From an optimization exercise on the open Yosys and OpenROAD flow, aimed at small area and a short achievable clock period; shortcuts taken in it are not production practice. Function was checked by simulation only, so behaviour that the tests miss may differ from the original. No activity file was given, so power comes from the tool's default toggle rates.

$ cat design.v
`default_nettype none
module conv_1_control #(
    parameter
        AXI_HP_BIT   = 64,
        ADDR_WIDTH   = 14,
        DATA_WIDTH   = 16,
        ROW_WIDTH    = 10,
        COLUMN_WIDTH = 9,
        MAC_WIDTH    = DATA_WIDTH + DATA_WIDTH,
        OUT_WIDTH    = MAC_WIDTH + 4
)(
    input  wire                    clk,
    input  wire                    reset,
    input  wire                    sudo_reset,
    input  wire                    conv1_en,
    output wire                    conv1_done,
    input  wire [9:0]              in_row,
    input  wire [9:0]              in_column,
    input  wire [11:0]             input_channel,
    input  wire [11:0]             output_channel,
    output reg                     in_rd_en,
    output wire [ADDR_WIDTH:0]     in_rd_addr,
    input  wire [AXI_HP_BIT-1:0]   in_rd_data,
    output reg                     we_rd_en,
    output wire [ADDR_WIDTH-1:0]   we_rd_addr,
    input  wire [AXI_HP_BIT-1:0]   we_rd_data,
    output reg                     out_wr_en,
    output wire [ADDR_WIDTH-1:0]   out_wr_addr,
    output wire [AXI_HP_BIT-1:0]   out_wr_data
);
    reg s_idle, s_lw, s_ld, s_la, s_store, s_del, s_next, s_done;
    assign conv1_done = s_done;
    wire s_conv;
    assign s_conv = we_rd_en & ~s_ld;
    reg [11:0] ic_q, oc_q;
    reg [11:0] cc;           
    reg [5:0]  nc;           
    reg [10:0] x;            
    reg [10:0] rn;           
    reg [13:0] wa;           
    reg [12:0] oa;           
    reg [17:0] u;            
    reg        u_ovf;
    reg [10:0] nn;           
    reg        n_big;        
    reg        f1;           
    reg        fin;          
    reg        g0;           
    reg [15:0] in_q0, in_q1, in_q2, in_q3;
    reg [15:0] wl_q;
    reg [15:0] acc0, acc1, acc2, acc3;
    assign in_rd_addr  = {4'b0000, x};
    assign we_rd_addr  = wa;
    assign out_wr_addr = {1'b0, oa};
    assign out_wr_data = {acc3, acc2, acc1, acc0};
    wire [12:0] cc_inc;      
    conv1_inc #(.W(12)) u_cc_inc (.a(cc), .ci(s_conv), .y(cc_inc));
    wire last  = (cc_inc == {1'b0, ic_q});
    wire a3    = (cc[1:0] == 2'd3);
    wire cc0   = (cc == 12'd0);
    wire [6:0] nc_inc;
    conv1_inc #(.W(6)) u_nc_inc (.a(nc), .ci(s_store), .y(nc_inc));
    wire ncmatch = (nc_inc == nn[6:0]) && (nn[10:7] == 4'd0) && !n_big;
    wire g0conv = s_conv & g0;
    wire store1 = s_store & g0;
    wire usub   = store1 | s_next;
    wire [17:0] ub;
    assign ub[1:0]   = ({2{g0conv}} & oc_q[1:0]) | ({2{store1}} & ~ic_q[1:0]) | {2{s_next}};
    assign ub[11:2]  = ({10{g0conv}} & oc_q[11:2]) | ({10{usub}} & ~ic_q[11:2]);
    assign ub[17:12] = {6{usub}};
    wire [18:0] usum;
    conv1_add #(.W(18)) u_uadd (.a(u), .b(ub), .ci(usub), .y(usum));
    wire umatch = !u_ovf && (u[16:2] == 15'd0);
    wire ic_zero = (ic_q == 12'd0);
    wire wa_inc  = s_conv & a3;
    wire [13:0] wb = {{4{s_del}}, {10{s_del}} & ~ic_q[11:2]};
    wire [13:0] wsum;
    wire        wc13;
    conv1_add #(.W(13)) u_wadd (.a(wa[12:0]), .b(wb[12:0]), .ci(s_del | wa_inc), .y({wc13, wsum[12:0]}));
    assign wsum[13] = wa[13] ^ wb[13] ^ (wc13 & ~ic_zero);
    wire [13:0] oa_inc;
    conv1_inc #(.W(13)) u_oa_inc (.a(oa), .ci(s_lw & out_wr_en), .y(oa_inc));
    wire [11:0] xsum;
    wire        xc1;
    conv1_ha u_xh0 (.a(x[0]), .b(nn[0]), .s(xsum[0]), .co(xc1));
    conv1_add #(.W(10)) u_xadd (.a(x[10:1]), .b(nn[10:1]), .ci(xc1), .y(xsum[11:1]));
    wire n_is1  = !n_big && (nn == 11'd1);
    wire bit10  = xsum[10] & ~n_is1;
    wire [10:0] ra_n = s_conv ? {10'h3ff, ~bit10} : rn;
    wire ba = s_conv ? xsum[9] : s_store ? x[7] : (s_del | s_next) ? x[5] : s_lw ? x[3] : x[1];
    wire bb = s_conv ? xsum[8] : s_store ? x[6] : (s_del | s_next) ? x[4] : s_lw ? x[2] : x[0];
    wire [10:0] rb_n, rc_n;
    conv1_divstep u_dsa (.rn(ra_n), .b(ba), .n(nn), .big(n_big), .rn_o(rb_n));
    conv1_divstep u_dsb (.rn(rb_n), .b(bb), .n(nn), .big(n_big), .rn_o(rc_n));
    wire [10:0] xnew = 11'd0 - rc_n;
    wire [15:0] w3;
    wire [15:0] w3c;
    assign w3[0] = wl_q[0];
    conv1_ha u_w3h (.a(wl_q[1]), .b(wl_q[0]), .s(w3[1]), .co(w3c[2]));
    genvar gi;
    generate
        for (gi = 2; gi < 15; gi = gi + 1) begin : g_w3
            conv1_fa u (.a(wl_q[gi]), .b(wl_q[gi-1]), .c(w3c[gi]), .s(w3[gi]), .co(w3c[gi+1]));
        end
    endgenerate
    assign w3[15] = wl_q[15] ^ wl_q[14] ^ w3c[15];
    wire clr = f1 | (s_conv & cc0);
    wire keep_acc = ~clr;
    wire [15:0] y0, y1, y2, y3;
    conv1_lane u_l0 (.a(in_q0), .w(wl_q), .t(w3), .cn(~(acc0 & {16{keep_acc}})), .y(y0));
    conv1_lane u_l1 (.a(in_q1), .w(wl_q), .t(w3), .cn(~(acc1 & {16{keep_acc}})), .y(y1));
    conv1_lane u_l2 (.a(in_q2), .w(wl_q), .t(w3), .cn(~(acc2 & {16{keep_acc}})), .y(y2));
    conv1_lane u_l3 (.a(in_q3), .w(wl_q), .t(w3), .cn(~(acc3 & {16{keep_acc}})), .y(y3));
    wire rc_big = (in_q0[6] & wl_q[9]) | (in_q0[7] & (wl_q[8] | wl_q[9])) |
                  (in_q0[8] & (wl_q[7] | wl_q[8] | wl_q[9])) |
                  (in_q0[9] & (wl_q[6] | wl_q[7] | wl_q[8] | wl_q[9])) |
                  (y0[15:13] != 3'd0);
    wire sl0 = s_conv & (cc[1:0] == 2'd0);
    wire sl1 = s_conv & (cc[1:0] == 2'd1);
    wire sl2 = s_conv & (cc[1:0] == 2'd2);
    wire sl3 = s_conv & a3;
    wire [15:0] wsel = ({16{sl0}} & we_rd_data[15:0])  | ({16{sl1}} & we_rd_data[31:16]) |
                       ({16{sl2}} & we_rd_data[47:32]) | ({16{sl3}} & we_rd_data[63:48]) |
                       ({16{s_la}} & {16{we_rd_data[63]}}) |
                       ({16{s_idle}} & {6'd0, in_column});
    always @(posedge clk or negedge reset) begin
        if (!reset) begin
            s_idle <= 1'b1; s_lw <= 1'b0; s_ld <= 1'b0; in_rd_en <= 1'b0; s_la <= 1'b0;
            s_store <= 1'b0; s_del <= 1'b0; s_next <= 1'b0; s_done <= 1'b0;
            we_rd_en <= 1'b0; out_wr_en <= 1'b0;
        end else if (sudo_reset) begin
            s_idle <= 1'b1; s_lw <= 1'b0; s_ld <= 1'b0; in_rd_en <= 1'b0; s_la <= 1'b0;
            s_store <= 1'b0; s_del <= 1'b0; s_next <= 1'b0; s_done <= 1'b0;
            we_rd_en <= 1'b0; out_wr_en <= 1'b0;
        end else begin
            s_idle  <= (s_idle & ~conv1_en) | s_done;
            s_lw    <= (s_idle & conv1_en) | s_la | s_del | (s_next & ~umatch);
            s_ld    <= s_lw | (s_conv & ~last & ~a3);
            in_rd_en <= s_ld;
            s_la    <= s_conv & ~last & a3;
            s_store <= s_conv & last;
            s_del   <= s_store & ~ncmatch;
            s_next  <= s_store & ncmatch;
            s_done  <= s_next & umatch;
            we_rd_en  <= s_lw | s_ld;
            out_wr_en <= s_store | s_del | s_next;
        end
    end
    always @(posedge clk) begin
        ic_q  <= input_channel;
        oc_q  <= output_channel;
        f1    <= s_idle;
        fin   <= s_lw & out_wr_en;
        g0    <= s_idle | (g0 & ~s_store);
        cc    <= (s_idle | s_store) ? 12'd0 : cc_inc[11:0];
        nc    <= (s_idle | s_next)  ? 6'd0  : nc_inc[5:0];
        oa    <= s_idle ? 13'd0 : oa_inc[12:0];
        wa    <= s_idle ? 14'd0 : wsum;
        u     <= s_idle ? 18'd0 : usum[17:0];
        u_ovf <= s_idle ? 1'b0  : (u_ovf | (g0conv & usum[18]) | (store1 & usum[17]));
        if (s_idle)             x <= 11'd0;
        else if (s_conv)        x <= xsum[10:0];
        else if (s_ld & fin)    x <= xnew[10:0];
        rn <= rc_n;
        if (f1) begin
            nn    <= y0[12:2];
            n_big <= rc_big;
        end
        in_q0 <= s_idle ? {6'd0, in_row} : in_rd_data[15:0];
        in_q1 <= in_rd_data[31:16];
        in_q2 <= in_rd_data[47:32];
        in_q3 <= in_rd_data[63:48];
        wl_q  <= wsel;
        acc0  <= y0;
        acc1  <= y1;
        acc2  <= y2;
        acc3  <= y3;
    end
endmodule
module conv1_divstep (
    input  wire [10:0] rn,
    input  wire        b,
    input  wire [10:0] n,
    input  wire        big,
    output wire [10:0] rn_o
);
    wire [11:0] tn = {rn, ~b};
    wire [11:0] s;
    wire        c1;
    conv1_ha u_h0 (.a(tn[0]), .b(n[0]), .s(s[0]), .co(c1));
    conv1_add #(.W(10)) u_add (.a(tn[10:1]), .b(n[10:1]), .ci(c1), .y(s[11:1]));
    wire keep = (tn[11] & s[11]) | big;
    assign rn_o = keep ? tn[10:0] : s[10:0];
endmodule
module conv1_add #(parameter W = 8) (
    input  wire [W-1:0] a,
    input  wire [W-1:0] b,
    input  wire         ci,
    output wire [W:0]   y
);
    wire [W:0] c;
    assign c[0] = ci;
    genvar i;
    generate
        for (i = 0; i < W; i = i + 1) begin : g
            conv1_fa u (.a(a[i]), .b(b[i]), .c(c[i]), .s(y[i]), .co(c[i+1]));
        end
    endgenerate
    assign y[W] = c[W];
endmodule
module conv1_inc #(parameter W = 8) (
    input  wire [W-1:0] a,
    input  wire         ci,
    output wire [W:0]   y
);
    wire [W:0] c;
    assign c[0] = ci;
    genvar i;
    generate
        for (i = 0; i < W; i = i + 1) begin : g
            conv1_ha u (.a(a[i]), .b(c[i]), .s(y[i]), .co(c[i+1]));
        end
    endgenerate
    assign y[W] = c[W];
endmodule
module conv1_pp (
    input  wire s1,
    input  wire a1,
    input  wire s2,
    input  wire a2,
    input  wire s3,
    input  wire a3,
    output wire yn
);
    assign yn = ~((s1 & a1) | (s2 & a2) | (s3 & a3));
endmodule
module conv1_xnor (
    input  wire a,
    input  wire b,
    output wire y
);
    assign y = ~(a ^ b);
endmodule
module conv1_or (
    input  wire a,
    input  wire b,
    output wire y
);
    assign y = a | b;
endmodule
module conv1_fa (
    input  wire a,
    input  wire b,
    input  wire c,
    output wire s,
    output wire co
);
    assign s  = a ^ b ^ c;
    assign co = (a & b) | (a & c) | (b & c);
endmodule
module conv1_ha (
    input  wire a,
    input  wire b,
    output wire s,
    output wire co
);
    assign s  = a ^ b;
    assign co = a & b;
endmodule
module conv1_lane (
    input  wire [15:0] a,
    input  wire [15:0] w,
    input  wire [15:0] t,
    input  wire [15:0] cn,
    output wire [15:0] y
);
    wire w1, w2, w3, w4, w5, w6, w7, w8, w9, w10, w11, w12, w13, w14, w15, w16;
    wire w17, w18, w19, w20, w21, w22, w23, w24, w25, w26, w27, w28, w29, w30, w31, w32;
    wire w33, w34, w35, w36, w37, w38, w39, w40, w41, w42, w43, w44, w45, w46, w47, w48;
    wire w49, w50, w51, w52, w53, w54, w55, w56, w57, w58, w59, w60, w61, w62, w63, w64;
    wire w65, w66, w67, w68, w69, w70, w71, w72, w73, w74, w75, w76, w77, w78, w79, w80;
    wire w81, w82, w83, w84, w85, w86, w87, w88, w89, w90, w91, w92, w93, w94, w95, w96;
    wire w97, w98, w99, w100, w101, w102, w103, w104, w105, w106, w107, w108, w109, w110, w111, w112;
    wire w113, w114, w115, w116, w117, w118, w119, w120, w121, w122, w123, w124, w125, w126, w127, w128;
    wire w129, w130, w131, w132, w133, w134, w135, w136, w137, w138, w139, w140, w141, w142, w143, w144;
    wire w145, w146, w147, w148, w149, w150, w151, w152, w153, w154, w155, w156, w157, w158, w159, w160;
    wire w161, w162, w163, w164, w165, w166, w167, w168, w169, w170, w171, w172, w173, w174, w175, w176;
    wire w177, w178, w179, w180, w181, w182, w183, w184, w185, w186, w187, w188, w189, w190, w191, w192;
    wire w193, w194, w195, w196, w197, w198, w199, w200, w201, w202, w203, w204, w205, w206, w207, w208;
    wire d1_0 = a[0] & ~a[1];
    wire d2_0 = ~a[0] & a[1];
    wire d3_0 = a[0] & a[1];
    wire d1_1 = a[2] & ~a[3];
    wire d2_1 = ~a[2] & a[3];
    wire d3_1 = a[2] & a[3];
    wire d1_2 = a[4] & ~a[5];
    wire d2_2 = ~a[4] & a[5];
    wire d3_2 = a[4] & a[5];
    wire d1_3 = a[6] & ~a[7];
    wire d2_3 = ~a[6] & a[7];
    wire d3_3 = a[6] & a[7];
    wire d1_4 = a[8] & ~a[9];
    wire d2_4 = ~a[8] & a[9];
    wire d3_4 = a[8] & a[9];
    wire d1_5 = a[10] & ~a[11];
    wire d2_5 = ~a[10] & a[11];
    wire d3_5 = a[10] & a[11];
    wire d1_6 = a[12] & ~a[13];
    wire d2_6 = ~a[12] & a[13];
    wire d3_6 = a[12] & a[13];
    wire d1_7 = a[14] & ~a[15];
    wire d2_7 = ~a[14] & a[15];
    wire d3_7 = a[14] & a[15];
    assign w1 = ~(a[0] & w[0]);
    conv1_pp u2 (.s1(d1_0), .a1(w[1]), .s2(d2_0), .a2(w[0]), .s3(d3_0), .a3(t[1]), .yn(w2));
    conv1_pp u3 (.s1(d1_0), .a1(w[2]), .s2(d2_0), .a2(w[1]), .s3(d3_0), .a3(t[2]), .yn(w3));
    conv1_pp u4 (.s1(d1_0), .a1(w[3]), .s2(d2_0), .a2(w[2]), .s3(d3_0), .a3(t[3]), .yn(w4));
    conv1_pp u5 (.s1(d1_0), .a1(w[4]), .s2(d2_0), .a2(w[3]), .s3(d3_0), .a3(t[4]), .yn(w5));
    conv1_pp u6 (.s1(d1_0), .a1(w[5]), .s2(d2_0), .a2(w[4]), .s3(d3_0), .a3(t[5]), .yn(w6));
    conv1_pp u7 (.s1(d1_0), .a1(w[6]), .s2(d2_0), .a2(w[5]), .s3(d3_0), .a3(t[6]), .yn(w7));
    conv1_pp u8 (.s1(d1_0), .a1(w[7]), .s2(d2_0), .a2(w[6]), .s3(d3_0), .a3(t[7]), .yn(w8));
    conv1_pp u9 (.s1(d1_0), .a1(w[8]), .s2(d2_0), .a2(w[7]), .s3(d3_0), .a3(t[8]), .yn(w9));
    conv1_pp u10 (.s1(d1_0), .a1(w[9]), .s2(d2_0), .a2(w[8]), .s3(d3_0), .a3(t[9]), .yn(w10));
    conv1_pp u11 (.s1(d1_0), .a1(w[10]), .s2(d2_0), .a2(w[9]), .s3(d3_0), .a3(t[10]), .yn(w11));
    conv1_pp u12 (.s1(d1_0), .a1(w[11]), .s2(d2_0), .a2(w[10]), .s3(d3_0), .a3(t[11]), .yn(w12));
    conv1_pp u13 (.s1(d1_0), .a1(w[12]), .s2(d2_0), .a2(w[11]), .s3(d3_0), .a3(t[12]), .yn(w13));
    conv1_pp u14 (.s1(d1_0), .a1(w[13]), .s2(d2_0), .a2(w[12]), .s3(d3_0), .a3(t[13]), .yn(w14));
    conv1_pp u15 (.s1(d1_0), .a1(w[14]), .s2(d2_0), .a2(w[13]), .s3(d3_0), .a3(t[14]), .yn(w15));
    conv1_pp u16 (.s1(d1_0), .a1(w[15]), .s2(d2_0), .a2(w[14]), .s3(d3_0), .a3(t[15]), .yn(w16));
    assign w17 = ~(a[2] & w[0]);
    conv1_pp u18 (.s1(d1_1), .a1(w[1]), .s2(d2_1), .a2(w[0]), .s3(d3_1), .a3(t[1]), .yn(w18));
    conv1_pp u19 (.s1(d1_1), .a1(w[2]), .s2(d2_1), .a2(w[1]), .s3(d3_1), .a3(t[2]), .yn(w19));
    conv1_pp u20 (.s1(d1_1), .a1(w[3]), .s2(d2_1), .a2(w[2]), .s3(d3_1), .a3(t[3]), .yn(w20));
    conv1_pp u21 (.s1(d1_1), .a1(w[4]), .s2(d2_1), .a2(w[3]), .s3(d3_1), .a3(t[4]), .yn(w21));
    conv1_pp u22 (.s1(d1_1), .a1(w[5]), .s2(d2_1), .a2(w[4]), .s3(d3_1), .a3(t[5]), .yn(w22));
    conv1_pp u23 (.s1(d1_1), .a1(w[6]), .s2(d2_1), .a2(w[5]), .s3(d3_1), .a3(t[6]), .yn(w23));
    conv1_pp u24 (.s1(d1_1), .a1(w[7]), .s2(d2_1), .a2(w[6]), .s3(d3_1), .a3(t[7]), .yn(w24));
    conv1_pp u25 (.s1(d1_1), .a1(w[8]), .s2(d2_1), .a2(w[7]), .s3(d3_1), .a3(t[8]), .yn(w25));
    conv1_pp u26 (.s1(d1_1), .a1(w[9]), .s2(d2_1), .a2(w[8]), .s3(d3_1), .a3(t[9]), .yn(w26));
    conv1_pp u27 (.s1(d1_1), .a1(w[10]), .s2(d2_1), .a2(w[9]), .s3(d3_1), .a3(t[10]), .yn(w27));
    conv1_pp u28 (.s1(d1_1), .a1(w[11]), .s2(d2_1), .a2(w[10]), .s3(d3_1), .a3(t[11]), .yn(w28));
    conv1_pp u29 (.s1(d1_1), .a1(w[12]), .s2(d2_1), .a2(w[11]), .s3(d3_1), .a3(t[12]), .yn(w29));
    conv1_pp u30 (.s1(d1_1), .a1(w[13]), .s2(d2_1), .a2(w[12]), .s3(d3_1), .a3(t[13]), .yn(w30));
    assign w31 = ~(a[4] & w[0]);
    conv1_pp u32 (.s1(d1_2), .a1(w[1]), .s2(d2_2), .a2(w[0]), .s3(d3_2), .a3(t[1]), .yn(w32));
    conv1_pp u33 (.s1(d1_2), .a1(w[2]), .s2(d2_2), .a2(w[1]), .s3(d3_2), .a3(t[2]), .yn(w33));
    conv1_pp u34 (.s1(d1_2), .a1(w[3]), .s2(d2_2), .a2(w[2]), .s3(d3_2), .a3(t[3]), .yn(w34));
    conv1_pp u35 (.s1(d1_2), .a1(w[4]), .s2(d2_2), .a2(w[3]), .s3(d3_2), .a3(t[4]), .yn(w35));
    conv1_pp u36 (.s1(d1_2), .a1(w[5]), .s2(d2_2), .a2(w[4]), .s3(d3_2), .a3(t[5]), .yn(w36));
    conv1_pp u37 (.s1(d1_2), .a1(w[6]), .s2(d2_2), .a2(w[5]), .s3(d3_2), .a3(t[6]), .yn(w37));
    conv1_pp u38 (.s1(d1_2), .a1(w[7]), .s2(d2_2), .a2(w[6]), .s3(d3_2), .a3(t[7]), .yn(w38));
    conv1_pp u39 (.s1(d1_2), .a1(w[8]), .s2(d2_2), .a2(w[7]), .s3(d3_2), .a3(t[8]), .yn(w39));
    conv1_pp u40 (.s1(d1_2), .a1(w[9]), .s2(d2_2), .a2(w[8]), .s3(d3_2), .a3(t[9]), .yn(w40));
    conv1_pp u41 (.s1(d1_2), .a1(w[10]), .s2(d2_2), .a2(w[9]), .s3(d3_2), .a3(t[10]), .yn(w41));
    conv1_pp u42 (.s1(d1_2), .a1(w[11]), .s2(d2_2), .a2(w[10]), .s3(d3_2), .a3(t[11]), .yn(w42));
    assign w43 = ~(a[6] & w[0]);
    conv1_pp u44 (.s1(d1_3), .a1(w[1]), .s2(d2_3), .a2(w[0]), .s3(d3_3), .a3(t[1]), .yn(w44));
    conv1_pp u45 (.s1(d1_3), .a1(w[2]), .s2(d2_3), .a2(w[1]), .s3(d3_3), .a3(t[2]), .yn(w45));
    conv1_pp u46 (.s1(d1_3), .a1(w[3]), .s2(d2_3), .a2(w[2]), .s3(d3_3), .a3(t[3]), .yn(w46));
    conv1_pp u47 (.s1(d1_3), .a1(w[4]), .s2(d2_3), .a2(w[3]), .s3(d3_3), .a3(t[4]), .yn(w47));
    conv1_pp u48 (.s1(d1_3), .a1(w[5]), .s2(d2_3), .a2(w[4]), .s3(d3_3), .a3(t[5]), .yn(w48));
    conv1_pp u49 (.s1(d1_3), .a1(w[6]), .s2(d2_3), .a2(w[5]), .s3(d3_3), .a3(t[6]), .yn(w49));
    conv1_pp u50 (.s1(d1_3), .a1(w[7]), .s2(d2_3), .a2(w[6]), .s3(d3_3), .a3(t[7]), .yn(w50));
    conv1_pp u51 (.s1(d1_3), .a1(w[8]), .s2(d2_3), .a2(w[7]), .s3(d3_3), .a3(t[8]), .yn(w51));
    conv1_pp u52 (.s1(d1_3), .a1(w[9]), .s2(d2_3), .a2(w[8]), .s3(d3_3), .a3(t[9]), .yn(w52));
    assign w53 = ~(a[8] & w[0]);
    conv1_pp u54 (.s1(d1_4), .a1(w[1]), .s2(d2_4), .a2(w[0]), .s3(d3_4), .a3(t[1]), .yn(w54));
    conv1_pp u55 (.s1(d1_4), .a1(w[2]), .s2(d2_4), .a2(w[1]), .s3(d3_4), .a3(t[2]), .yn(w55));
    conv1_pp u56 (.s1(d1_4), .a1(w[3]), .s2(d2_4), .a2(w[2]), .s3(d3_4), .a3(t[3]), .yn(w56));
    conv1_pp u57 (.s1(d1_4), .a1(w[4]), .s2(d2_4), .a2(w[3]), .s3(d3_4), .a3(t[4]), .yn(w57));
    conv1_pp u58 (.s1(d1_4), .a1(w[5]), .s2(d2_4), .a2(w[4]), .s3(d3_4), .a3(t[5]), .yn(w58));
    conv1_pp u59 (.s1(d1_4), .a1(w[6]), .s2(d2_4), .a2(w[5]), .s3(d3_4), .a3(t[6]), .yn(w59));
    conv1_pp u60 (.s1(d1_4), .a1(w[7]), .s2(d2_4), .a2(w[6]), .s3(d3_4), .a3(t[7]), .yn(w60));
    assign w61 = ~(a[10] & w[0]);
    conv1_pp u62 (.s1(d1_5), .a1(w[1]), .s2(d2_5), .a2(w[0]), .s3(d3_5), .a3(t[1]), .yn(w62));
    conv1_pp u63 (.s1(d1_5), .a1(w[2]), .s2(d2_5), .a2(w[1]), .s3(d3_5), .a3(t[2]), .yn(w63));
    conv1_pp u64 (.s1(d1_5), .a1(w[3]), .s2(d2_5), .a2(w[2]), .s3(d3_5), .a3(t[3]), .yn(w64));
    conv1_pp u65 (.s1(d1_5), .a1(w[4]), .s2(d2_5), .a2(w[3]), .s3(d3_5), .a3(t[4]), .yn(w65));
    conv1_pp u66 (.s1(d1_5), .a1(w[5]), .s2(d2_5), .a2(w[4]), .s3(d3_5), .a3(t[5]), .yn(w66));
    assign w67 = ~(a[12] & w[0]);
    conv1_pp u68 (.s1(d1_6), .a1(w[1]), .s2(d2_6), .a2(w[0]), .s3(d3_6), .a3(t[1]), .yn(w68));
    conv1_pp u69 (.s1(d1_6), .a1(w[2]), .s2(d2_6), .a2(w[1]), .s3(d3_6), .a3(t[2]), .yn(w69));
    conv1_pp u70 (.s1(d1_6), .a1(w[3]), .s2(d2_6), .a2(w[2]), .s3(d3_6), .a3(t[3]), .yn(w70));
    assign w71 = ~(a[14] & w[0]);
    conv1_pp u72 (.s1(d1_7), .a1(w[1]), .s2(d2_7), .a2(w[0]), .s3(d3_7), .a3(t[1]), .yn(w72));
    conv1_fa u74 (.a(w3), .b(w17), .c(cn[2]), .s(w73), .co(w74));
    conv1_fa u76 (.a(w4), .b(w18), .c(cn[3]), .s(w75), .co(w76));
    conv1_fa u78 (.a(w5), .b(w19), .c(w31), .s(w77), .co(w78));
    conv1_fa u80 (.a(w6), .b(w20), .c(w32), .s(w79), .co(w80));
    conv1_fa u82 (.a(w7), .b(w21), .c(w33), .s(w81), .co(w82));
    conv1_fa u84 (.a(w8), .b(w22), .c(w34), .s(w83), .co(w84));
    conv1_fa u86 (.a(w9), .b(w23), .c(w35), .s(w85), .co(w86));
    conv1_fa u88 (.a(w45), .b(w53), .c(cn[8]), .s(w87), .co(w88));
    conv1_fa u90 (.a(w10), .b(w24), .c(w36), .s(w89), .co(w90));
    conv1_fa u92 (.a(w46), .b(w54), .c(cn[9]), .s(w91), .co(w92));
    conv1_fa u94 (.a(w11), .b(w25), .c(w37), .s(w93), .co(w94));
    conv1_fa u96 (.a(w47), .b(w55), .c(w61), .s(w95), .co(w96));
    conv1_fa u98 (.a(w12), .b(w26), .c(w38), .s(w97), .co(w98));
    conv1_fa u100 (.a(w48), .b(w56), .c(w62), .s(w99), .co(w100));
    conv1_fa u102 (.a(w13), .b(w27), .c(w39), .s(w101), .co(w102));
    conv1_fa u104 (.a(w49), .b(w57), .c(w63), .s(w103), .co(w104));
    conv1_fa u106 (.a(w14), .b(w28), .c(w40), .s(w105), .co(w106));
    conv1_fa u108 (.a(w50), .b(w58), .c(w64), .s(w107), .co(w108));
    conv1_fa u110 (.a(w15), .b(w29), .c(w41), .s(w109), .co(w110));
    conv1_fa u112 (.a(w51), .b(w59), .c(w65), .s(w111), .co(w112));
    conv1_fa u114 (.a(w69), .b(w71), .c(cn[14]), .s(w113), .co(w114));
    assign w115 = w16 ^ w30 ^ w42;
    assign w116 = w52 ^ w60 ^ w66;
    assign w117 = w70 ^ w72 ^ cn[15];
    conv1_fa u119 (.a(w76), .b(w77), .c(cn[4]), .s(w118), .co(w119));
    conv1_fa u121 (.a(w78), .b(w79), .c(cn[5]), .s(w120), .co(w121));
    conv1_fa u123 (.a(w80), .b(w81), .c(w43), .s(w122), .co(w123));
    conv1_fa u125 (.a(w82), .b(w83), .c(w44), .s(w124), .co(w125));
    conv1_fa u127 (.a(w84), .b(w85), .c(w87), .s(w126), .co(w127));
    conv1_fa u129 (.a(w86), .b(w88), .c(w89), .s(w128), .co(w129));
    conv1_fa u131 (.a(w90), .b(w92), .c(w93), .s(w130), .co(w131));
    conv1_fa u133 (.a(w94), .b(w96), .c(w97), .s(w132), .co(w133));
    conv1_fa u135 (.a(w98), .b(w100), .c(w101), .s(w134), .co(w135));
    conv1_fa u137 (.a(w103), .b(w67), .c(cn[12]), .s(w136), .co(w137));
    conv1_fa u139 (.a(w102), .b(w104), .c(w105), .s(w138), .co(w139));
    conv1_fa u141 (.a(w107), .b(w68), .c(cn[13]), .s(w140), .co(w141));
    conv1_fa u143 (.a(w106), .b(w108), .c(w109), .s(w142), .co(w143));
    assign w144 = w110 ^ w112 ^ w114;
    assign w145 = w115 ^ w116 ^ w117;
    conv1_fa u147 (.a(w121), .b(w122), .c(cn[6]), .s(w146), .co(w147));
    conv1_fa u149 (.a(w123), .b(w124), .c(cn[7]), .s(w148), .co(w149));
    conv1_fa u151 (.a(w127), .b(w128), .c(w91), .s(w150), .co(w151));
    conv1_fa u153 (.a(w129), .b(w130), .c(w95), .s(w152), .co(w153));
    conv1_fa u155 (.a(w131), .b(w132), .c(w99), .s(w154), .co(w155));
    conv1_fa u157 (.a(w133), .b(w134), .c(w136), .s(w156), .co(w157));
    conv1_fa u159 (.a(w135), .b(w137), .c(w138), .s(w158), .co(w159));
    conv1_fa u161 (.a(w139), .b(w141), .c(w142), .s(w160), .co(w161));
    assign w162 = w143 ^ w144 ^ w145;
    conv1_fa u164 (.a(w149), .b(w125), .c(w126), .s(w163), .co(w164));
    conv1_fa u166 (.a(w151), .b(w152), .c(cn[10]), .s(w165), .co(w166));
    conv1_fa u168 (.a(w153), .b(w154), .c(cn[11]), .s(w167), .co(w168));
    conv1_fa u170 (.a(w157), .b(w158), .c(w140), .s(w169), .co(w170));
    conv1_fa u172 (.a(w159), .b(w160), .c(w111), .s(w171), .co(w172));
    conv1_fa u174 (.a(w168), .b(w155), .c(w156), .s(w173), .co(w174));
    conv1_fa u176 (.a(w170), .b(w171), .c(w113), .s(w175), .co(w176));
    assign w177 = w172 ^ w161 ^ w162;
    conv1_xnor u179 (.a(w1), .b(cn[0]), .y(w178));
    conv1_or u179o (.a(w1), .b(cn[0]), .y(w179));
    conv1_fa u181 (.a(w2), .b(cn[1]), .c(w179), .s(w180), .co(w181));
    conv1_xnor u183 (.a(w73), .b(w181), .y(w182));
    conv1_or u183o (.a(w73), .b(w181), .y(w183));
    conv1_fa u185 (.a(w74), .b(w75), .c(w183), .s(w184), .co(w185));
    conv1_xnor u187 (.a(w118), .b(w185), .y(w186));
    conv1_or u187o (.a(w118), .b(w185), .y(w187));
    conv1_fa u189 (.a(w119), .b(w120), .c(w187), .s(w188), .co(w189));
    conv1_xnor u191 (.a(w146), .b(w189), .y(w190));
    conv1_or u191o (.a(w146), .b(w189), .y(w191));
    conv1_fa u193 (.a(w147), .b(w148), .c(w191), .s(w192), .co(w193));
    conv1_xnor u195 (.a(w163), .b(w193), .y(w194));
    conv1_or u195o (.a(w163), .b(w193), .y(w195));
    conv1_fa u197 (.a(w164), .b(w150), .c(w195), .s(w196), .co(w197));
    conv1_xnor u199 (.a(w165), .b(w197), .y(w198));
    conv1_or u199o (.a(w165), .b(w197), .y(w199));
    conv1_fa u201 (.a(w166), .b(w167), .c(w199), .s(w200), .co(w201));
    conv1_xnor u203 (.a(w173), .b(w201), .y(w202));
    conv1_or u203o (.a(w173), .b(w201), .y(w203));
    conv1_fa u205 (.a(w174), .b(w169), .c(w203), .s(w204), .co(w205));
    conv1_xnor u207 (.a(w175), .b(w205), .y(w206));
    conv1_or u207o (.a(w175), .b(w205), .y(w207));
    assign w208 = w176 ^ w177 ^ w207;
    assign y = ~{w208, w206, w204, w202, w200, w198, w196, w194, w192, w190, w188, w186, w184, w182, w180, w178};
endmodule
$ cat flow/run.sh
#!/bin/bash
# Layout flow: the standard flow (standard.sh, which also runs the
# standard synthesis) with two changes to how the layout is made:
#  - the port buffers are the smallest buffer cell (buf_1);
#  - the clock tree uses clkbuf_8 with sink clusters of up to 16 flip-flops and no
#    dummy loads.
# standard.sh's output goes to standard.log; ORFS keeps each step's log
# under orfs/logs/.
set -euo pipefail
cat >> config.mk <<'EOC'
export BUFFER_PORTS_ARGS = -buffer_cell sky130_fd_sc_hd__buf_1
export CTS_ARGS = -sink_clustering_enable -repair_clock_nets -dont_use_dummy_load -buf_list {sky130_fd_sc_hd__clkbuf_8} -sink_clustering_size 16 -sink_clustering_max_diameter 60
EOC
bash standard.sh > standard.log 2>&1
$ cat standard.sh
#!/bin/bash
# synth_recipe.tcl (not shown) runs the flow's synth.tcl, then flattens the netlist and writes it again
# the make line also repeats each setting of config.mk as NAME=value (left out here)
make -C /OpenROAD-flow-scripts/flow DESIGN_CONFIG=/design/flow/config.mk WORK_HOME=/design/flow/orfs CLKGATE_MAP_FILE= SYNTH_SCRIPT=/design/flow/synth_recipe.tcl "${@:-finish}"
$ cat config.mk
export PLATFORM = sky130hd
export DESIGN_NAME = conv_1_control
export DESIGN_NICKNAME = conv_1_control
export VERILOG_FILES = /design/flow/design.v
export SDC_FILE = /design/flow/constraint.sdc
export NUM_CORES = 8
export LEC_CHECK = 0
export CAP_MARGIN = 10
export CORE_MARGIN = 2
export CORE_UTILIZATION = 65
export SLEW_MARGIN = 10
export SYNTH_HIERARCHICAL = 1
export BUFFER_PORTS_ARGS = -buffer_cell sky130_fd_sc_hd__buf_1
export CTS_ARGS = -sink_clustering_enable -repair_clock_nets -dont_use_dummy_load -buf_list {sky130_fd_sc_hd__clkbuf_8} -sink_clustering_size 16 -sink_clustering_max_diameter 60
$ cat constraint.sdc
create_clock -name core_clock -period 140.0 [get_ports {clk}]
set_input_delay 28.0000 -clock core_clock [delete_from_list [all_inputs] [get_ports {clk}]]
set_output_delay 28.0000 -clock core_clock [all_outputs]
set_load 0.01 [all_outputs]
==> reports/results.tsv, run 1 <==
metric	value	unit
fin_crit_sh	0.209	
drtIter0Drc	3161	
htree_num_levels	1	
crit_fanout	4	
die_area	32100	µm²
io_pins	287	
leakage	7.71	nW
critical-path-top-delay-family	flip-flops	
wl_per_cell	23.4	µm
grt_pass1_vias	16303	
synthesis.area	19900	µm²
io_buffer_count	281	
crit_chain	buf_1	
cp_num_cells	1	
status	complete, no violations	
multi_input_area	13600	µm²
placed_area	21400	µm²
finalSetupViolCount	0	
ff_latch_area	5790	µm²
period_needed	29.24	ns
cts_resized	0	
die_y	179	µm
layout.nets	2485	
yosysWarnings	7	
grt_max_degree	74	
die_w	179	µm
antenna_found_initial	1	
crit_path_top_delay_cell	dfxtp_1	
rows	64	
slew_viol_final	0	
route.detailed.drc	0	
insertion_delay	0.61	ns
ir_worst_vdd	23.9	µV
core	30400	µm²
hold_path_depth	0	
gp_congestion	0.922	
maxCapViolations	0	
synthToLayoutAreaGrowth	9.41	%
max_stage_delay	0.44	ns
initial_utilization	0.656	
post_cts_buffers	0	
tightestPinTransition	1.20	ns
syn_inst	1682	
cts_buffers	28	
fmax	34.2	MHz
grt_use_total	0.350	
grt_remaining_overflow	0	
r2r_cells	40	
total_power	429	µW
layout_setup_ws	110.76	ns
fin_area	21800	µm²
viasPerCell	6.91	
cts_tree	yes	
root_buffer	clkbuf_8	
cts.path.max_buffers	3	
routed_wl	55400	µm
utilization	0.717	
syn_avg_cell_area	11.9	µm²
clk_pin_slew	0.10	ns
critPathKind	reg -> out	
hold_slack	0.496	ns
cts.sinks	280	
via_count	16370	
path_buf_inv	1	
startpoint_type	flip-flop	
dp_slack	110.96	ns
dp.cells	2341	
finalHoldViolCount	0	
drtPass1Iterations	19	
setup_tns	0	ns
final_cell_count_no_fill	2370	
critPathRequiredTime	112.00	ns
dp_hpwl	38900	µm
ant_nets	0	
hold_path_class	reg -> reg	
pwr_density_cell	19.7	nW/µm²
drive_above_1_share	0.0699	
skew	0.0827	ns
relSlewSlack	0.196	
grt_pass1_wl	87800	µm
fillCellCount	2330	
cp_data_arrival_time	1.24	ns
cp-end-kind	output port	
rsz0062_at_grt	false	
hold_buffers	0	
## sequential cells by signal, indices dropped and copies added, names as in the netlist, 12 cells and up
| name | flops |
|---|---|
| oc_q | 12 |
| u | 18 |
| acc2 | 16 |
| wl_q | 16 |
| cc | 12 |
| in_q3 | 16 |
| ic_q | 12 |
| oa | 13 |
| wa | 14 |
| in_q0 | 16 |
| in_q2 | 16 |
| in_q1 | 16 |
| acc3 | 16 |
| acc1 | 16 |
| acc0 | 16 |
## area by class of cell
| type | count | share of cell area |
|---|---|---|
| multi-input combinational | 1284 | 0.624 |
| sequential | 280 | 0.265 |
| timing repair buffer | 311 | 0.0586 |
| tap | 396 | 0.0227 |
| clock buffer | 28 | 0.0177 |
| inverter | 70 | 0.0120 |
| antenna | 1 | 0.000115 |
## placed cells by master, fill, tap and decap left out, drive strengths merged, types with 33 or more instances in the layout
master,count
buf,311
nand2,136
a222oi,256
nor2b,125
xnor2,86
dfxtp,257
and2,54
or2,33
inv,70
fa,298
ha,36
## where the power goes
part / total [mW] / internal (mW) / leakage [nW] / switching, mW
Clock: 0.0446 / 0.0176 / 0.201 / 0.0269
Sequential: 0.115 / 0.102 / 2.40 / 0.0131
Combinational: 0.270 / 0.125 / 5.10 / 0.145
Total: 0.429 / 0.244 / 7.71 / 0.185
## worst paths after layout
path,startpoint,to,slack [ns]
setup / recovery,x[5]$_SDFFE_PP0P_,in_rd_addr[5],110.76
max in group asynchronous,reset,s_idle$_DFF_PN1_,112.27
hold / removal,s_idle$_DFF_PN1_,f1$_DFF_P_,0.50
hold reg to reg,s_idle$_DFF_PN1_,f1$_DFF_P_,0.50
setup reg to reg,nn[0]$_DFFE_PP_,x[9]$_SDFFE_PP0P_,123.30
min in group asynchronous,reset,s_next$_DFF_PN0_,27.34
## metal layers
metal,GRT usage,part of all wire,vias to the layer above
li1,-,-,6900
met1,0.493,0.39,8111
met2,0.554,0.46,1193
met3,0.0662,0.11,166
met4,0.107,0.030,0
met5,0,0,-
==> run 2, diff against run 1 <==
--- a/config.mk
+++ b/config.mk
@@ -7,7 +7,7 @@
 export LEC_CHECK = 0
 export CAP_MARGIN = 10
 export CORE_MARGIN = 2
-export CORE_UTILIZATION = 65
+export CORE_UTILIZATION = 75
 export SLEW_MARGIN = 10
 export SYNTH_HIERARCHICAL = 1
 export BUFFER_PORTS_ARGS = -buffer_cell sky130_fd_sc_hd__buf_1
==> reports/results.tsv, run 2 <==
metric	value	unit	change
ir_worst_vdd	25.9	µV	+8.3%
crit_path_top_delay_cell	dfxtp_1		
core	26100	µm²	-14%
finalHoldViolCount	0		unchanged
syn_avg_cell_area	11.9	µm²	unchanged
finalSetupViolCount	0		unchanged
rsz0062_at_grt	false		
placed_area	21400	µm²	-0.40%
tightestPinTransition	1.19	ns	-0.00982 ns
largest_reg_flops	18		unchanged
die_w	167	µm	-6.8%
cts_resized	0		unchanged
startpoint_type	flip-flop		
hold_buffers	0		unchanged
dp_slack	111.00	ns	+0.0430 ns
crit_fanout	4		unchanged
yosysWarnings	7		unchanged
fmax	34.2	MHz	about the same
grt_pass1_wl	87600	µm	-0.15%
skew	0.0888	ns	+0.00615 ns
initial_utilization	0.765		+0.110
wl_per_cell	23.9	µm	+2.4%
layout_setup_ws	110.77	ns	+0.00300 ns
multi_input_area	13600	µm²	about the same
relSlewSlack	0.203		+0.00656
grtUsageMet2	0.615		+0.0618
io_pins	287		unchanged
final_cell_mix	297 x fa_1, 281 x buf_1, 256 x a222oi_1		
synthToLayoutAreaGrowth	8.75	%	
cp-end-kind	output port		
grt.busiest_layer	met2		
grt_use_total	0.393		+0.0438
synthesis.area	19900	µm²	unchanged
viasPerCell	7.18		+3.9%
total_power	430	µW	+0.19%
fin_area	21700	µm²	-0.61%
final_cell_count_no_fill	2305		-2.7%
die_y	167	µm	-6.8%
path_buf_inv	1		unchanged
grt_pass1_vias	16769		+2.9%
critPathKind	reg -> out		
fillCellCount	1570		-33%
clk_pin_slew	0.10	ns	about the same
slew_viol_final	0		unchanged
io_buffer_count	281		unchanged
leakage	7.67	nW	-0.41%
drtPass1Iterations	28		+9
grt_remaining_overflow	0		unchanged
gp_congestion	0.913		-0.95%
dp.cells	2279		-2.6%
utilization	0.832		+0.115
critPathRequiredTime	112.00	ns	about the same
post_cts_buffers	0		unchanged
antenna_found_initial	2		+1
period_needed	29.23	ns	-0.00300 ns
setup_tns	0	ns	unchanged
layout.nets	2480		-0.20%
cts_tree	yes		
insertion_delay	0.60	ns	about the same
rows	59		-7.8%
cts_buffers	24		-14%
final_common_cell	fa_1		
hold_path_class	reg -> reg		
crit_chain	buf_1		
routed_wl	55200	µm	-0.39%
fin_crit_sh	0.209		about the same
root_buffer	clkbuf_8		
drive_above_1_share	0.0671		-0.00287
status	complete, no violations		
syn_inst	1682		unchanged
gr-usage-met3	0.0946		+0.0284
max_stage_delay	0.43	ns	about the same
registers.top_by_ff_count	u		
pwr_density_cell	19.8	nW/µm²	+0.80%
maxCapViolations	0		unchanged
hold_slack	0.480	ns	-0.0157 ns
critical-path-top-delay-family	flip-flops		
dp_hpwl	38200	µm	-1.8%
cts.sinks	280		unchanged
via_count	16544		+1.1%
htree_num_levels	1		unchanged
die_area	27900	µm²	-13%
grt_max_degree	63		-15%
grt_use_met1	0.539		+0.0466
ff_latch_area	5790	µm²	unchanged
cp_data_arrival_time	1.23	ns	about the same
drtIter0Drc	4093		+29%
ant_nets	0		unchanged
route.detailed.drc	0		unchanged
cts.path.max_buffers	3		unchanged
[run 2: tightest hold or removal path: stages, from the launching register on]
cell	delay (ns)
dfrtp_1	0.35
nor2_1	0.04
o21ai_0	0.06
[run 2: worst paths after layout]
| path | start | end | slack [ns] | depth (start not counted) |
|---|---|---|---|---|
| max reg2reg | nn[0]$_DFFE_PP_ | x[9]$_SDFFE_PP0P_ | 123.37 | 40 |
| min | s_done$_DFF_PN0_ | s_idle$_DFF_PN1_ | 0.48 | 2 |
| max in group asynchronous | reset | s_idle$_DFF_PN1_ | 112.27 | 1 |
| max | x[6]$_SDFFE_PP0P_ | in_rd_addr[6] | 110.77 | 1 |
| min reg2reg | s_done$_DFF_PN0_ | s_idle$_DFF_PN1_ | 0.48 | 2 |
| min in group asynchronous | reset | s_ld$_DFF_PN0_ | 27.35 | 1 |
[run 2: final cells by class]
cell class | count | share of cell area
flip-flops and latches | 280 | 0.267
well taps | 335 | 0.0193
diodes | 2 | 0.000231
inverters | 70 | 0.0121
clock buffers | 24 | 0.0152
multi-input cells | 1284 | 0.628
repair buffers | 310 | 0.0587
[run 2: where the power goes]
part	internal (mW)	switching, mW	total [mW]	leakage (nW)
sequential	0.102	0.0139	0.116	2.40
combinational	0.126	0.147	0.273	5.10
clock	0.0153	0.0259	0.0412	0.173
[run 2: routing by layer]
layer | vias to the layer above | part of all wire
met5 | - | 0
met4 | 0 | 0.039
met3 | 202 | 0.13
met2 | 1374 | 0.47
met1 | 8078 | 0.36
li1 | 6890 | -
==> run 3, diff against run 2 <==
--- a/flow/run.sh
+++ b/flow/run.sh
@@ -9,6 +9,6 @@
 set -euo pipefail
 cat >> config.mk <<'EOC'
 export BUFFER_PORTS_ARGS = -buffer_cell sky130_fd_sc_hd__buf_1
-export CTS_ARGS = -sink_clustering_enable -repair_clock_nets -dont_use_dummy_load -buf_list {sky130_fd_sc_hd__clkbuf_8} -sink_clustering_size 16 -sink_clustering_max_diameter 60
+export CTS_ARGS = -sink_clustering_enable -repair_clock_nets -dont_use_dummy_load -buf_list {sky130_fd_sc_hd__clkbuf_8} -sink_clustering_size 20 -sink_clustering_max_diameter 50
 EOC
 bash standard.sh > standard.log 2>&1
==> config.mk (replaced) <==
export PLATFORM = sky130hd
export DESIGN_NAME = conv_1_control
export DESIGN_NICKNAME = conv_1_control
export VERILOG_FILES = /design/flow/design.v
export SDC_FILE = /design/flow/constraint.sdc
export NUM_CORES = 8
export LEC_CHECK = 0
export CAP_MARGIN = 10
export CORE_MARGIN = 2
export CORE_UTILIZATION = 65
export SLEW_MARGIN = 10
export SYNTH_HIERARCHICAL = 1
export BUFFER_PORTS_ARGS = -buffer_cell sky130_fd_sc_hd__buf_1
export CTS_ARGS = -sink_clustering_enable -repair_clock_nets -dont_use_dummy_load -buf_list {sky130_fd_sc_hd__clkbuf_8} -sink_clustering_size 20 -sink_clustering_max_diameter 50
==> reports/results.tsv, run 3 <==
metric	value	unit	change
status	complete, no violations		
power_switching	186	µW	-0.65%
slew_viol_final	0		unchanged
registers.top_by_ff_count	u		
final_common_cell	fa_1		
drtIter0Drc	3222		-21%
yosysWarnings	7		unchanged
holdCritStartpoint	s_done$_DFF_PN0_		
layout.nets	2488		+0.32%
crit_path_top_delay_cell	dfxtp_1		
grt_remaining_overflow	0		unchanged
drtPass1Iterations	19		-32%
wl_per_cell	23.4	µm	-2.3%
synthToLayoutAreaGrowth	9.62	%	
gp_congestion	0.922		+0.96%
skew	0.109	ns	+0.0207 ns
fin_crit_sh	0.209		about the same
clk_pin_slew	0.11	ns	about the same
critPathKind	reg -> out		
total_power	432	µW	+0.49%
p_sw_frac	0.430		-0.00492
fillCellCount	2310		+47%
tightestPinTransition	1.17	ns	-0.0207 ns
largest_reg_flops	18		unchanged
intPower	246	µW	+1.4%
core	30400	µm²	+17%
setup_tns	0	ns	unchanged
grt_max_degree	74		+17%
viasPerCell	6.85		-4.5%
io_pins	287		unchanged
via_count	16258		-1.7%
finalHoldViolCount	0		unchanged
dp.cells	2341		+2.7%
cp-end-kind	output port		
rows	64		+8.5%
insertion_delay	0.66	ns	+0.06 ns
ir_worst_vdd	23.9	µV	-7.9%
ant_nets	0		unchanged
power.share.combinational	0.625		-0.010
grt_pass1_wl	88200	µm	+0.67%
startpoint_type	flip-flop		
seq_power_share	0.267		-0.002
r2r-end	x[9]$_SDFFE_PP0P_		
cts_tree	yes		
hold_buffers	0		unchanged
root_buffer	clkbuf_8		
final_cell_count_no_fill	2373		+3.0%
cts_resized	0		unchanged
die_w	179	µm	+7.2%
fmax	34.2	MHz	about the same
grt_use_total	0.353		-0.0410
dp_hpwl	38900	µm	+1.8%
critical-path-top-delay-family	flip-flops		
r2r_cells	40		unchanged
hold_path_depth	2		unchanged
period_needed	29.24	ns	+0.00900 ns
dp_slack	110.96	ns	-0.0430 ns
crit_fanout	2		-2
cts.sinks	280		unchanged
syn_avg_cell_area	11.9	µm²	unchanged
rsz0062_at_grt	false		
relSlewSlack	0.217		+0.0138
route.detailed.drc	0		unchanged
die_y	179	µm	+7.2%
cts.path.max_buffers	3		unchanged
io_buffer_count	281		unchanged
worstHoldEndpoint	s_idle$_DFF_PN1_		
post_cts_buffers	0		unchanged
path_buf_inv	1		unchanged
leakage	7.73	nW	+0.70%
finalSetupViolCount	0		unchanged
cp_data_arrival_time	1.24	ns	about the same
grt_pass1_vias	16324		-2.7%
syn_inst	1682		unchanged
die_area	32100	µm²	+15%
hold_path_class	reg -> reg		
clkPwrFrac	0.108		+0.012
initial_utilization	0.656		-0.110
max_stage_delay	0.38	ns	-0.05 ns
cp_num_cells	1		unchanged
r2r-start	nn[0]$_DFFE_PP_		
drive_above_1_share	0.0714		+0.00428
synthesis.area	19900	µm²	unchanged
htree_num_levels	1		unchanged
maxCapViolations	0		unchanged
final_cell_mix	297 x fa_1, 281 x buf_1, 256 x a222oi_1		
pwr_density_cell	19.8	nW/µm²	-0.31%
critPathRequiredTime	112.00	ns	about the same
r2r_setup_slack	123.23	ns	-0.14 ns
routed_wl	55500	µm	+0.55%
antenna_found_initial	1		-1
crit_chain	buf_1		
layout_setup_ws	110.76	ns	-0.00900 ns
cts_buffers	31		+29%
[run 3: worst max-delay path by stage]
stage | from | endpoint | slack, ns
2_1_floorplan | we_rd_data[63] | wl_q[4]$_DFF_P_ | 111.13
3_3_place_gp | we_rd_data[63] | wl_q[0]$_DFF_P_ | 111.00
3_5_place_dp | we_rd_data[63] | wl_q[11]$_DFF_P_ | 110.96
4_1_cts | wa[9]$_SDFF_PP0_ | we_rd_addr[9] | 110.73
5_1_grt | wa[0]$_SDFF_PP0_ | we_rd_addr[0] | 110.68
6_report | wa[0]$_SDFF_PP0_ | we_rd_addr[0] | 110.76
[run 3: power by group through the flow]
stage | combinational, mW | sequential, mW | clock, mW
floorplan | 0.195 | 0.120 | 0
global placement | 0.258 | 0.116 | 0
detailed placement | 0.266 | 0.117 | 0
CTS | 0.269 | 0.115 | 0.0478
global route | 0.305 | 0.117 | 0.0507
finish | 0.270 | 0.115 | 0.0467
[run 3: per-layer routing]
layer | vias up | track usage | part of all wire
met1 | 8063 | 0.496 | 0.39
met5 | - | 0 | 0
met4 | 0 | 0.116 | 0.033
met2 | 1143 | 0.554 | 0.46
li1 | 6907 | - | -
met3 | 145 | 0.0672 | 0.11
[run 3: layout make-up]
type | count | area (µm²) | share of cell area
timing repair buffer | 311 | 1280 | 0.0585
antenna | 1 | 2.50 | 0.000114
sequential | 280 | 5790 | 0.265
tap | 396 | 495 | 0.0227
clock buffer | 31 | 427 | 0.0195
inverter | 70 | 263 | 0.0120
multi-input combinational | 1284 | 13600 | 0.623
[run 3: stage by stage]
| step | area (µm²) | utilization | hold slack, ns |
|---|---|---|---|
| final | 21900 | 0.719 | 0.503 |
| after global routing | 21900 | 0.719 | 0.542 |
| after CTS | 21900 | 0.719 | 0.509 |
| after detailed placement | 21400 | 0.705 | 0.485 |
| after global placement | 21400 | 0.705 | 0.486 |
| after floorplan | 20000 | - | 0.401 |

==> re-timing with driven ports <==
The flow's constraints put no driver on any port. The routed layouts listed below were extracted and timed again, unchanged, in two steps. Step 1 assumes that a clkbuf_16 drives the clock port and a buf_2 every other input. Step 2 adds t to the input delays and takes it off the output delays; t is the mean of the earliest and latest rising clock arrival at the registers after step 1. Input paths then give back, and output paths get back, about the clock's delay inside the block. Slacks: no drivers / after step 1 / after step 2; pairs: no drivers / after step 1.
| run | t (ns) | setup slack, ns | hold WS [ns] | worst slew at a driven data input, ns |
|---|---|---|---|---|
| run 1 | 0.620 | 110.763 / 110.716 / 110.919 | 0.496 / 0.496 / 0.496 | 0.09 |
| run 2 | 0.609 | 110.766 / 110.715 / 110.929 | 0.480 / 0.480 / 0.480 | 0.09 |
| run 3 | 0.660 | 110.757 / 110.703 / 110.929 | 0.503 / 0.503 / 0.503 | 0.10 |
After both steps every run listed still meets setup and hold.
